This design comes from an exercise in tuning for small area on the open sky130 flow, not from production work.
In this exercise RTL edits were held to simulation tests only and were not proved equivalent to the original.
The clock input has no modelled driver; a real chip could not lean on it and would need a root buffer or a full tree.
No activity file was given, so power comes from the tool's default toggle rates.

P:
// TopLevelModule
module TopLevelModule(seg, an, clk, rst, dp, start, stop, dswitch, reset, lap, TimeSet);
export LEC_CHECK = 0
export CAP_MARGIN = 0
export CORE_MARGIN = 2
export CORE_UTILIZATION = 40
export GPL_TIMING_DRIVEN = 0
export PLACE_DENSITY = 0.6
export SLEW_MARGIN = 0
create_clock -name core_clock -period 10.0 [get_ports {clk}]
standard.sh (not shown) runs the stock make flow with config.mk's settings and CLKGATE_MAP_FILE= SYNTH_SCRIPT=/design/flow/synth_recipe.tcl, a recipe that flattens the netlist after the stock synthesis.
==> flow/flow/run.sh <==
#!/bin/bash
# Own layout flow: the standard ORFS flow (same make targets, config and SDC), except:
#  - synthesis maps the logic with an area-oriented ABC script (flow/area.abc: three timed
#    &deepsyn AIG searches in a row, then area mapping with more area-recovery passes), run
#    several times with different search seeds, keeping the smallest result
#    (flow/abc_multi.tcl). Every step before ABC is the standard synthesis unchanged, so
#    register names and types are the same. Adders are left to ABC too (ADDER_MAP_FILE
#    empty: no half/full-adder cells are mapped before ABC);
#  - port buffers are the smallest buffer (buf_1);
#  - the clock tree is one level of clock buffers, one per cluster of flip-flops
#    (flow/clock_buffer.tcl), instead of TritonCTS's H-tree; the rest of the CTS step
#    (placement legalisation, timing repair) is unchanged.
# ORFS's scripts are copied to ./scripts and patched only at those two places (synth.tcl's
# abc call and cts.tcl's clock_tree_synthesis call).
# Each tool's output goes to a log file in this folder (and ORFS's own logs under orfs/logs).
set -euo pipefail
W=$(pwd)
S=$W/scripts
rm -rf "$S"
cp -r "$FLOW_HOME/scripts" "$S"

# synthesis: ORFS's synth.tcl with our ABC runs
sed -i "s#log_cmd abc {\*}\$abc_args#source $W/flow/abc_multi.tcl#" "$S/synth.tcl"
grep -q "source $W/flow/abc_multi.tcl" "$S/synth.tcl"
# CTS: a clock buffer per flip-flop cluster instead of clock_tree_synthesis
sed -i "s#log_cmd clock_tree_synthesis {\*}\$cts_args#source $W/flow/clock_buffer.tcl#" "$S/cts.tcl"
grep -q "source $W/flow/clock_buffer.tcl" "$S/cts.tcl"

export OWN_FLOW_DIR=$W/flow
export OWN_ABC_RUNS=${OWN_ABC_RUNS:-8}
export OWN_CLOCK_BUFFER=${OWN_CLOCK_BUFFER:-sky130_fd_sc_hd__clkbuf_8}
export OWN_CLOCK_CLUSTERS=${OWN_CLOCK_CLUSTERS:-4}
RESULTS=$W/orfs/results/$FLOW_PLATFORM/TopLevelModule/base
make -C "$FLOW_HOME" DESIGN_CONFIG="$W/config.mk" WORK_HOME="$W/orfs" CLKGATE_MAP_FILE= \
  SCRIPTS_DIR="$S" SYNTH_SCRIPT="$W/synth_recipe.tcl" ADDER_MAP_FILE= \
  BUFFER_PORTS_ARGS="-buffer_cell sky130_fd_sc_hd__buf_1" \
  finish > "$W/make_finish.log" 2>&1

: # left out here: write the final layout as DEF
==> flow/flow/abc_multi.tcl <==
# Runs ABC several times on the same logic, with the deepsyn search seeded differently each time
# (flow/area.abc with @S1@ @S2@ @S3@ replaced), and keeps the mapping with the smallest cell area.
# Sourced by synth.tcl in place of its single "abc" call; $abc_args and $lib_args come from there.
set own_args [lrange $abc_args 2 end]
set own_dir $::env(OWN_FLOW_DIR)
set own_tmp $::env(OBJECTS_DIR)
set own_template [read [open $own_dir/area.abc]]
design -save own_pre_abc
set own_best 1e18
set own_runs $::env(OWN_ABC_RUNS)
for {set r 0} {$r < $own_runs} {incr r} {
  set script [string map [list @S1@ [expr {3*$r+1}] @S2@ [expr {3*$r+2}] @S3@ [expr {3*$r+3}]] $own_template]
  set f [open $own_tmp/own_abc_$r.script w]
  puts $f $script
  close $f
  design -load own_pre_abc
  log_cmd abc -script $own_tmp/own_abc_$r.script {*}$own_args
  tee -q -o $own_tmp/own_abc_$r.stat stat {*}$lib_args
  set area 1e18
  regexp {Chip area for module[^:]*:\s*([0-9.]+)} [read [open $own_tmp/own_abc_$r.stat]] -> area
  puts "own abc run $r: area $area"
  if {$area < $own_best} {
    set own_best $area
    design -save own_best_abc
  }
}
design -load own_best_abc
puts "own abc: kept area $own_best"
==> flow/flow/area.abc <==
strash
&get -n
&deepsyn -T 20 -S @S1@
&deepsyn -T 20 -S @S2@
&deepsyn -T 20 -S @S3@
&put
dch -f
amap -m -F 20 -A 30
topo
==> flow/flow/clock_buffer.tcl <==
# Replaces TritonCTS's H-tree for this small design: the clock sinks are split into a few
# clusters by location (k-means with a cap on the cluster size), and one clock buffer,
# placed at each cluster's centre, drives
# that cluster. The clock port drives only those buffers.
set block [ord::get_db_block]
set clk_net [$block findNet clk]
set k $::env(OWN_CLOCK_CLUSTERS)
set pins {}
foreach iterm [$clk_net getITerms] {
  set bbox [[$iterm getInst] getBBox]
  lappend pins [list $iterm [expr {([$bbox xMin] + [$bbox xMax]) / 2.0}] \
                            [expr {([$bbox yMin] + [$bbox yMax]) / 2.0}]]
}
set n [llength $pins]
# initial centres: sinks sorted by x+y, spread evenly
set sorted [lsort -real -index 1 $pins]
set centres {}
for {set c 0} {$c < $k} {incr c} {
  set p [lindex $sorted [expr {int(($c + 0.5) * $n / $k)}]]
  lappend centres [list [lindex $p 1] [lindex $p 2]]
}
# balanced k-means: each cluster takes at most cap sinks, nearest pairs first
set cap [expr {($n + $k - 1) / $k + 1}]
for {set it 0} {$it < 30} {incr it} {
  set pairs {}
  set i 0
  foreach p $pins {
    for {set c 0} {$c < $k} {incr c} {
      lassign [lindex $centres $c] cx cy
      lappend pairs [list [expr {abs([lindex $p 1] - $cx) + abs([lindex $p 2] - $cy)}] $i $c]
    }
    incr i
  }
  set assign [lrepeat $n -1]
  set count [lrepeat $k 0]
  foreach pr [lsort -real -index 0 $pairs] {
    lassign $pr d i c
    if {[lindex $assign $i] >= 0 || [lindex $count $c] >= $cap} { continue }
    lset assign $i $c
    lset count $c [expr {[lindex $count $c] + 1}]
  }
  set sums {}
  for {set c 0} {$c < $k} {incr c} { lappend sums [list 0.0 0.0 0] }
  foreach p $pins a $assign {
    lassign [lindex $sums $a] sx sy sn
    lset sums $a [list [expr {$sx + [lindex $p 1]}] [expr {$sy + [lindex $p 2]}] [expr {$sn + 1}]]
  }
  for {set c 0} {$c < $k} {incr c} {
    lassign [lindex $sums $c] sx sy sn
    if {$sn > 0} { lset centres $c [list [expr {$sx / $sn}] [expr {$sy / $sn}]] }
  }
}
for {set c 0} {$c < $k} {incr c} {
  set loads {}
  foreach p $pins a $assign {
    if {$a == $c} {
      set it [lindex $p 0]
      lappend loads [get_pins [[$it getInst] getName]/[[$it getMTerm] getName]]
    }
  }
  if {[llength $loads] == 0} { continue }
  lassign [lindex $centres $c] cx cy
  set cx [ord::dbu_to_microns [expr {int($cx)}]]
  set cy [ord::dbu_to_microns [expr {int($cy)}]]
  set buf [insert_buffer -buffer_cell $::env(OWN_CLOCK_BUFFER) -net clk -load_pins $loads \
    -location [list $cx $cy] -buffer_name clkbuf_leaf_$c -net_name clk_leaf_$c]
  set dbuf [$block findInst [get_full_name $buf]]
  foreach iterm [$dbuf getITerms] {
    if {[$iterm isOutputSignal]} { [$iterm getNet] setSigType CLOCK }
  }
  puts "clock cluster $c: [llength $loads] sinks, buffer [get_full_name $buf] at $cx $cy"
}
P | status: complete | timing, DRC, antenna: pass
What Q does differently from P at the input level:
--- a/flow/flow/run.sh
+++ b/flow/flow/run.sh
@@ -5,4 +5,4 @@
-#    several times with different search seeds, keeping the smallest result
-#    (flow/abc_multi.tcl). Every step before ABC is the standard synthesis unchanged, so
-#    register names and types are the same. Adders are left to ABC too (ADDER_MAP_FILE
-#    empty: no half/full-adder cells are mapped before ABC);
+#    several times with different
+#    search seeds, keeping the smallest result (flow/abc_multi.tcl); every step
+#    before ABC is the standard synthesis unchanged, so register names and types are the same;
+#    Adders are left to ABC too (ADDER_MAP_FILE empty: no half/full-adder cells mapped first);
@@ -11,4 +11,3 @@
-#    (flow/clock_buffer.tcl), instead of TritonCTS's H-tree; the rest of the CTS step
-#    (placement legalisation, timing repair) is unchanged.
-# ORFS's scripts are copied to ./scripts and patched only at those two places (synth.tcl's
-# abc call and cts.tcl's clock_tree_synthesis call).
+#    (flow/clock_buffer.tcl), instead of TritonCTS's
+#    H-tree; the rest of the CTS step (placement legalisation, timing repair) is unchanged.
+# ORFS's scripts are copied to ./scripts and patched only at those two places.
@@ -22 +21 @@
-# synthesis: ORFS's synth.tcl with our ABC runs
+# synthesis: ORFS's synth.tcl with our ABC script
@@ -25 +24 @@
-# CTS: a clock buffer per flip-flop cluster instead of clock_tree_synthesis
+# CTS: one clock buffer instead of clock_tree_synthesis
@@ -30 +29 @@
-export OWN_ABC_RUNS=${OWN_ABC_RUNS:-8}
+export OWN_ABC_RUNS=${OWN_ABC_RUNS:-4}
--- a/flow/flow/clock_buffer.tcl
+++ b/flow/flow/clock_buffer.tcl
@@ -2,2 +2 @@
-# clusters by location (k-means with a cap on the cluster size), and one clock buffer,
-# placed at each cluster's centre, drives
+# clusters by location (k-means with a cap on the cluster size), and one clock buffer, placed at each cluster's centre, drives
Findings:
No stage failed in Q, and the final checks on the layout all came back clean.
In summary, P completed successfully, with a layout that passed the timing, design-rule and antenna checks.
Post-synthesis net count grows slightly when moving from P to Q.
A source of the critical timing path of start is what Q shows, while reset belongs to P.
Between Q and P, it is Q whose time the worst path needs with I/O delays and setup is higher, by 0.11 ns.
Q — number of filler cells placed in the layout about 4% higher, P as reference
Q reports a higher wire length than P does.
Here is what was changed in the inputs of R compared with Q.
--- a/flow/flow/run.sh
+++ b/flow/flow/run.sh
@@ -4,2 +4 @@
-#    &deepsyn AIG searches in a row, then area mapping with more area-recovery passes), run
-#    several times with different
+#    &deepsyn AIG searches in a row, then area mapping), run several times with different
--- a/flow/flow/area.abc
+++ b/flow/flow/area.abc
@@ -8 +8 @@
-amap -m -F 20 -A 30
+amap
==> comparison <==
R | status: complete | timing, DRC, antenna: pass. Compared with Q, in R routed wire length grew by 0.48%; share of the core filled with cells climbed 0.16 points; delay of the slowest cell on the worst path dropped 0.15 ns. Run comparison: R slowest stage cell on the critical path o32a_1; Q slowest stage cell on the critical path nor4_1. Going from Q to R, power consumed by combinational cells down about 4%, final non-filler cell area up about 0.9%.
What S does differently from R at the input level:
--- a/flow/flow/run.sh
+++ b/flow/flow/run.sh
@@ -4,4 +4,5 @@
-#    &deepsyn AIG searches in a row, then area mapping), run several times with different
-#    search seeds, keeping the smallest result (flow/abc_multi.tcl); every step
-#    before ABC is the standard synthesis unchanged, so register names and types are the same;
-#    Adders are left to ABC too (ADDER_MAP_FILE empty: no half/full-adder cells mapped first);
+#    &deepsyn AIG searches in a row, then area mapping with more area-recovery passes), run
+#    several times with different search seeds, keeping the smallest result
+#    (flow/abc_multi.tcl). Every step before ABC is the standard synthesis unchanged, so
+#    register names and types are the same. Adders are left to ABC too (ADDER_MAP_FILE
+#    empty: no half/full-adder cells are mapped before ABC);
@@ -10,3 +11,4 @@
-#    (flow/clock_buffer.tcl), instead of TritonCTS's
-#    H-tree; the rest of the CTS step (placement legalisation, timing repair) is unchanged.
-# ORFS's scripts are copied to ./scripts and patched only at those two places.
+#    (flow/clock_buffer.tcl), instead of TritonCTS's H-tree; the rest of the CTS step
+#    (placement legalisation, timing repair) is unchanged.
+# ORFS's scripts are copied to ./scripts and patched only at those two places (synth.tcl's
+# abc call and cts.tcl's clock_tree_synthesis call).
@@ -20 +22 @@
-# synthesis: ORFS's synth.tcl with our ABC script
+# synthesis: ORFS's synth.tcl with our ABC runs
@@ -23 +25 @@
-# CTS: one clock buffer instead of clock_tree_synthesis
+# CTS: a clock buffer per flip-flop cluster instead of clock_tree_synthesis
--- a/flow/flow/area.abc
+++ b/flow/flow/area.abc
@@ -8 +8 @@
-amap
+amap -m -F 20 -A 30
--- a/flow/flow/clock_buffer.tcl
+++ b/flow/flow/clock_buffer.tcl
@@ -2 +2,2 @@
-# clusters by location (k-means with a cap on the cluster size), and one clock buffer, placed at each cluster's centre, drives
+# clusters by location (k-means with a cap on the cluster size), and one clock buffer,
+# placed at each cluster's centre, drives
Results
- R has a higher setup slack than S.
- Every stage of the flow completed for S, and the final layout passed the timing, design-rule and antenna checks.
- S: total number of vias is 1.5% lower than what R reported.
- Comparing S against R, there is no change at all in sequential cell count.
- Between S and R, it is S whose core utilization is lower, by 0.16 points.
- Changes observed in S relative to R: sequential cell power about even, share of power burned in combinational logic picked up an extra 0.3 points, worst path arrival time now larger.
- Row synthesized cell count: S lower / R higher
- Looking only at per-cell routed wire length, and setting everything else aside, the higher value of R and S goes to S.
- S against R: met1 track demand over resource in global routing decreased by 1.8 points relative to the old numbers, worst-case vdd ir drop decreased by 4.6% relative to the old numbers.
In every run of this note, the design's own scripts or RTL, not TritonCTS, make the clock network.

-- port drivers added, routing unchanged --
In the flow no input, the clock included, has a driving cell. The finished layouts below were timed again as built, in two steps. Step 1, drivers: a clkbuf_16 drives clk and a buf_2 each remaining input, both assumed. Step 2 also shifts input and output timing later by t, the mid clock arrival at the registers, as if the neighbouring blocks saw the same clock. a / b / c = ideal ports / drivers / drivers and shift; a / b = the first two.
run	t, ns	setup slack, ns	worst register clock-pin slew, ns	pins driven straight from the clock port
P	0.206	3.509 / 3.545 / 3.339	0.11 / 0.11	4
Q	0.206	3.404 / 3.439 / 3.234	0.10 / 0.10	4
R	0.207	3.632 / 3.669 / 3.463	0.11 / 0.11	4
S	0.206	3.404 / 3.439 / 3.234	0.10 / 0.10	4
After both steps setup and hold are still met in every run listed.
